This design comes from an exercise in tuning for small area on the open sky130 flow, not from production work. No run shown here included a check of the RTL's function; only the layout flow was run. Power and IR drop assume default switching activity.

## flow/design.v (module list and top-level ports; edited modules follow where they fit)
// module usb3_crc_cw: 15 lines
// module usb3_crc_hp: 159 lines
// module usb3_crc_dpptx: 278 lines
// module usb3_link: 1717 lines
module usb3_link (
input	wire			local_clk,
input	wire			reset_n,
input	wire	[4:0]	ltssm_state,
input	wire			ltssm_hot_reset,
output	reg				ltssm_go_disabled,
output	reg		[2:0]	ltssm_go_u,
output	reg				ltssm_go_recovery,
input	wire	[31:0]	in_data,
input	wire	[3:0]	in_datak,
input	wire			in_active,
output	reg		[31:0]	outp_data,
output	reg		[3:0]	outp_datak,
output	reg				outp_active,
input	wire			out_stall,
input	wire	[1:0]	endp_mode_rx,
input	wire	[1:0]	endp_mode_tx,
input	wire	[6:0]	dev_addr,
output	reg				prot_rx_tp,
output	reg				prot_rx_tp_hosterr,
output	reg				prot_rx_tp_retry,
output	reg				prot_rx_tp_pktpend,
output	reg		[3:0]	prot_rx_tp_subtype,
output	reg		[3:0]	prot_rx_tp_endp,
output	reg		[4:0]	prot_rx_tp_nump,
output	reg		[4:0]	prot_rx_tp_seq,
output	reg		[15:0]	prot_rx_tp_stream,
output	reg				prot_rx_dph,
output	reg				prot_rx_dph_eob,
output	reg				prot_rx_dph_setup,
output	reg				prot_rx_dph_pktpend,
output	reg		[3:0]	prot_rx_dph_endp,
output	reg		[4:0]	prot_rx_dph_seq,
output	reg		[15:0]	prot_rx_dph_len,
output	reg				prot_rx_dpp_start,
output	reg				prot_rx_dpp_done,
output	reg				prot_rx_dpp_crcgood,
input	wire			prot_tx_tp_a,
input	wire			prot_tx_tp_a_retry,
input	wire			prot_tx_tp_a_dir,
input	wire	[3:0]	prot_tx_tp_a_subtype,
input	wire	[3:0]	prot_tx_tp_a_endp,
input	wire	[4:0]	prot_tx_tp_a_nump,
input	wire	[4:0]	prot_tx_tp_a_seq,
input	wire	[15:0]	prot_tx_tp_a_stream,
output	reg				prot_tx_tp_a_ack,
input	wire			prot_tx_tp_b,
input	wire			prot_tx_tp_b_retry,
input	wire			prot_tx_tp_b_dir,
input	wire	[3:0]	prot_tx_tp_b_subtype,
input	wire	[3:0]	prot_tx_tp_b_endp,
input	wire	[4:0]	prot_tx_tp_b_nump,
input	wire	[4:0]	prot_tx_tp_b_seq,
input	wire	[15:0]	prot_tx_tp_b_stream,
output	reg				prot_tx_tp_b_ack,
input	wire			prot_tx_tp_c,
input	wire			prot_tx_tp_c_retry,
input	wire			prot_tx_tp_c_dir,
input	wire	[3:0]	prot_tx_tp_c_subtype,
input	wire	[3:0]	prot_tx_tp_c_endp,
input	wire	[4:0]	prot_tx_tp_c_nump,
input	wire	[4:0]	prot_tx_tp_c_seq,
input	wire	[15:0]	prot_tx_tp_c_stream,
output	reg				prot_tx_tp_c_ack,
input	wire			prot_tx_dph,
input	wire			prot_tx_dph_eob,
input	wire			prot_tx_dph_dir,
input	wire	[3:0]	prot_tx_dph_endp,
input	wire	[4:0]	prot_tx_dph_seq,
input	wire	[15:0]	prot_tx_dph_len,
output	reg				prot_tx_dpp_ack,
output	reg				prot_tx_dpp_done,
output	reg		[8:0]	buf_in_addr,
output	reg		[31:0]	buf_in_data,
output	reg				buf_in_wren,
input	wire			buf_in_ready,
output	reg				buf_in_commit,
output	reg		[10:0]	buf_in_commit_len,
input	wire			buf_in_commit_ack,
output	reg		[9:0]	buf_out_addr,
input	wire	[31:0]	buf_out_q,
input	wire	[10:0]	buf_out_len,
input	wire			buf_out_hasdata,
output	reg				buf_out_arm,
input	wire			buf_out_arm_ack,
output	reg				err_lbad,
output	reg				err_lbad_recv,
output	reg				err_stuck_hpseq,
output	reg				err_lcmd_undefined,
output	reg				err_lcrd_mismatch,
output	reg				err_lgood_order,
output	reg				err_lgood_missed,
output	reg				err_pending_hp,
output	reg				err_credit_hp,
  // ...
==> flow/run.sh <==
#!/bin/bash
# synth_recipe.tcl (not shown) runs the flow's synth.tcl, then flattens the netlist and writes it again
# the make line also repeats each setting of config.mk as NAME=value (left out here)
make -C /OpenROAD-flow-scripts/flow DESIGN_CONFIG=/design/flow/config.mk WORK_HOME=/design/flow/orfs CLKGATE_MAP_FILE= SYNTH_SCRIPT=/design/flow/synth_recipe.tcl finish
==> flow/config.mk <==
export PLATFORM = sky130hd
export DESIGN_NAME = usb3_link
export DESIGN_NICKNAME = usb3_link
export VERILOG_FILES = /design/flow/design.v
export SDC_FILE = /design/flow/constraint.sdc
export NUM_CORES = 4
export LEC_CHECK = 0
export CAP_MARGIN = 20
export CORE_MARGIN = 2
export CORE_UTILIZATION = 40
export CTS_BUF_LIST = sky130_fd_sc_hd__clkbuf_8
export CTS_CLUSTER_DIAMETER = 60
export CTS_CLUSTER_SIZE = 16
export SLEW_MARGIN = 20
==> flow/constraint.sdc <==
create_clock -name core_clock -period 8.0 [get_ports {local_clk}]
set_input_delay 1.6000 -clock core_clock [delete_from_list [all_inputs] [get_ports {local_clk}]]
set_output_delay 1.6000 -clock core_clock [all_outputs]
set_load 0.01 [all_outputs]
==> summary.md, run 1 <==
| Metric | Value |
|---|---|
| Worst slew pin tran | 1.105 ns |
| Placed cell area | 76,700 sq um |
| Detailed Routing Iterations Pass 1 | 6 |
| Dpl hpwl | 161,900 um |
| Crit-path max cell delay | 0.79 ns |
| Final setup violation count | 0 |
| Final WS setup | 2.808 ns |
| P_seq | 9.46 mW |
| Worst EP required | 8.79 ns |
| Simple logic cell fraction of the synthesized area | 18.15% |
| CP Max Fanout | 14 |
| Top power group | combinational cells |
| Total number of vias | 57,740 |
| Fraction of area in multi-input gates | 43.56% |
| Num sequential | 1,566 |
| Outcome | timing/DRC/antenna clean |
| Skew-Pair Late Insertion Delay | 0.96 ns |
| Hold path startpoint | in_data_4[3] |
| P_leak | 27.81 nW |
| Hold Path Depth | 0 |
| Yosys Warn Count | 3 |
| Dominant kind of cell | multi-input combinational cells |
| Worst r2r src | out_dpp_length_remain_1[1] |
| Crit path arrival time | 5.98 ns |
| Reg2Reg Setup Slack | 2.81 ns |
| Final Non-Filler Cells | 10,400 |
| Metal2 WL | 113,100 um |
==> run 2: changes to the inputs <==
--- a/flow/config.mk
+++ b/flow/config.mk
@@ -9,6 +9,6 @@
 export CORE_MARGIN = 2
 export CORE_UTILIZATION = 40
-export CTS_BUF_LIST = sky130_fd_sc_hd__clkbuf_8
-export CTS_CLUSTER_DIAMETER = 60
-export CTS_CLUSTER_SIZE = 16
+export CTS_BUF_LIST = sky130_fd_sc_hd__clkbuf_16
+export CTS_CLUSTER_DIAMETER = 100
+export CTS_CLUSTER_SIZE = 25
 export SLEW_MARGIN = 20
==> run 2 against run 1 <==
Non-clock buffer count unchanged. First-iteration DRC count up 3.6%. Die area unchanged. Worst setup slack worse by 0.059 ns. Count of clock-buffer cells in the layout down 71. Clock skew up 0.00099 ns. Cell area down 0.79%. Highest routed layer unchanged. Sequential power about the same. Global-route usage down 0.22 points. Power down 1.8%. Utilization down 0.36 points.
==> summary.md, run 2 <==
| Metric | Value |
|---|---|
| Die Wd | 424.7 um |
| Skew-Pair Late Insertion Delay | 0.76 ns (-0.20 ns) |
| Dpl ws | 2.800 ns |
| Commonest non-fill, non-tap cell in the layout | nand2_1 |
| Crit start category | flop |
| Final hold vios | 0 |
| RSZ-0062 raised after global routing | false |
| Seq pwr share | 29.4% |
| Detailed Routing Iterations Pass 1 | 6 (unchanged) |
| EDFF count, synth | 194 |
| Post-synth ARST share | 2.043% |
| Crit path arrival time | 5.83 ns (-0.15 ns) |
| Final setup TNS | 0 ns |
| Area leader, netlist | dfxtp_1 |
| Top cell type's share of synthesized area | 37.90% |
| Dpl hpwl | 161,900 um (unchanged) |
| WL/cell | 22.69 um |
| Nets | 8,227 |
| CP Max Fanout | 14 (unchanged) |
| NetSw | 13.78 mW |
| Yosys Warn Count | 3 (unchanged) |
| Vias in the first global route | 54,790 |
| Largest cells by area after synthesis | dfxtp_1, edfxtp_1, nand2_1 |
| Initial antenna violation count | 3 |
| Setup crit start | out_dpp_length_remain_1[1] |
| GPL Wtd Cong | 0.9457 |
| Comb pwr share | 56.4% |
| First-pass GRT wire length | 348,800 um |
| Io pins | 438 |
| Die Ht | 424.7 um |
| Final setup violation count | 0 (unchanged) |
| Slew Limit Headroom | 25.60% |
| Total number of vias | 57,490 (-0.45%) |
| PostCTS Resize Cnt | 0 |
| Clk pin slew, worst setup/hold paths | 0.10 ns |
| Cell Area, Synth | 70,780 sq um |
| DIE AREA | 180,300 sq um |
| Max Root-Sink Buffers | 3 |
| Layout cell share with drive strength beyond 1 | 6.236% |
| Synth Register Bits | 1,566 |
| Pint | 18.42 mW |
| Top-count cell post-synth | nand2_1 |
| Post-Syn Area per Cell | 9.027 sq um |
| Starting density of the core | 40.23% |
| # Post-CTS Setup Buffers | 0 |
| Antenna-violating nets left | 0 |
| Top_reg_cell synth | dfxtp_1 |
| Vias per cell | 5.593 |
| Maximum clock rate | 190.4 MHz |
| Clock network fraction of total power | 14.3% |
| P_leak | 27.45 nW (-1.3%) |
| DRC viols | 0 |
| GR Overflow Total | 0 |
| Tightest Hold Check Type | reg -> reg |
| Cells after synthesis | 7,841 |
| Hold path startpoint | in_data_4[3] |
| Crit path kind | reg -> reg |
| Routed Wire Length | 233,200 um |
| CTS buffer count | 77 |
| Fin crit share | 65.64% |
| I/O Buffers | 415 |
| ANT cells | 0 |
| GR Util All Layers | 25.10% |
| CTS tree | built |
| Total of max-cap violations | 0 |
| Worst r2r src | out_dpp_length_remain_1[1] |
| Fin. max-slew vios | 0 |
| Largest net degree at the start of global routing | 207 |
| Switching Share | 42.79% |
| Worst EP required | 8.58 ns (-0.21 ns) |
| VDD IR-drop max | 0.0006832 V |
| Synth top cells by count | nand2_1, dfxtp_1, a21oi_1, nor2_1, clkbuf_1 |
| Outcome | timing/DRC/antenna clean |
| DRT iter0 DRCs | 5,381 |
| # hold bufs at CTS | 0 |
| Worst slew pin tran | 1.116 ns (+0.01141 ns) |
| Area growth syn-to-layout | 11.78% |
| Min Tclk post-route | 5.251 ns |
| Core outline area | 175,900 sq um |
| Cell variety after synth | 116 |
| CTS Sinks | 1,566 |
| Rows | 154 |
| Most frequent cells in the layout | nand2_1, dfxtp_1, a21oi_1, nor2_1, nand3_1 |
| Root Buffer | clkbuf_16 |
| H-tree level count | 3 |
| Final WS setup | 2.749 ns (-0.05851 ns) |
| Worst Skew | 0.06210 ns |
| Crit path capture type | flop |
| P per Cell Area | 406.8 nW/um^2 |
| Sequential share of the synthesized area | 47.32% |
| WHS | 0.3270 ns |
## run 2: cell counts after synthesis
No cell type changed its count.
## run 2: worst max-delay path: stages, from the launching register on
cell and delay, ns:
edfxtp_1 0.52, inv_1 0.11, ha_1 0.78, buf_4 0.35
or3b_4 0.21, o22a_1 0.14, a21boi_4 0.40, xor2_1 0.64
xor2_1 0.24, xnor2_2 0.38, mux2i_1 0.13, a21o_1 0.26
a221o_1 0.31, a221oi_1 0.47, o21ai_1 0.17
## run 2: cells by family (layout without fill, tap and decap cells)
group | count (synthesis) | in the layout | share of synthesized area [%]
multiplexers | 262 | 262 | 5.764
adder cells (fa/ha/maj) | 94 | 94 | 1.672
XOR/XNOR | 675 | 675 | 9.302
AO/OA/AOI/OAI | 1675 | 1675 | 14.01
other | 1 | 2 | 0.005298
AND/OR/NAND/NOR | 2882 | 2882 | 18.15
flip-flops | 1566 | 1566 | 47.32
buffers and inverters | 686 | 782 | 3.778
## run 2: path summary, 6_finish.rpt
| kind | to | slack (ns) | cells past startpoint |
|---|---|---|---|
| max | out_data[3] | 2.75 | 14 |
| min | in_data_5[3] | 0.33 | 0 |
| max reg2reg | out_data[3] | 2.75 | 14 |
| min reg2reg | in_data_5[3] | 0.33 | 0 |
| max in group asynchronous | iu3chptx.q[6] | 7.28 | 1 |
| min in group asynchronous | iu3chprx.q[13] | 0.66 | 1 |
## run 2: power by group through the flow
stage	Combinational [mW]	Sequential, mW	Clock [mW]
6_report	18.1	9.46	4.59
5_1_grt	19.3	9.49	5.01
4_1_cts	17.9	9.44	4.73
3_5_place_dp	17.7	9.61	0
3_3_place_gp	17.7	9.61	0
2_1_floorplan	13.3	9.15	0
## run 2: through the flow
step,std cells,area (sq um),power (mW),util (%)
after floorplan,7842,70790,22.42,-
after global placement,10150,76680,27.33,43.59
after detailed placement,10150,76700,27.32,43.60
after CTS,10280,79110,32.04,44.97
after global routing,10280,79120,33.79,44.98
final,10280,79120,32.19,44.98
## run 2: routing by layer
layer | vias to the layer above | part of all wire (%) | GRT usage, %
li1 | 27190 | - | -
met1 | 27960 | 41 | 31.36
met2 | 1918 | 48 | 42.78
met3 | 418 | 5.5 | 3.051
met4 | 0 | 5.4 | 12.34
met5 | - | 0 | 0
## run 2: area by class of cell
| class | count | area, sq um |
|---|---|---|
| clock inverter | 50 | 488.0 |
| multi-input combinational | 5590 | 34740 |
| sequential | 1566 | 33490 |
| fill | 17030 | 96800 |
| timing repair buffer | 526 | 5051 |
| clock buffer | 77 | 1927 |
| inverter | 129 | 491.7 |
| tap | 2340 | 2928 |

[re-timing with driven ports]
How much do the figures lean on ideal ports? The routed layouts below were timed once more, with nothing changed but the port constraints. Step 1, drivers: a clkbuf_16 drives local_clk and a buf_2 each remaining input, both assumed. Step 2 also shifts input and output timing later by t, the mid clock arrival at the registers, as if the neighbouring blocks saw the same clock. Three values: no drivers, after step 1, after step 2; two values: the first two.
| run | t (ns) | slack for setup (ns) | worst data-port slew with drivers (ns) |
|---|---|---|---|
| run 1 | 1.014 | 2.808 / 2.808 / 2.808 | 0.09 |
| run 2 | 0.810 | 2.749 / 2.749 / 2.749 | 0.09 |
After both steps every run listed still meets setup and hold.
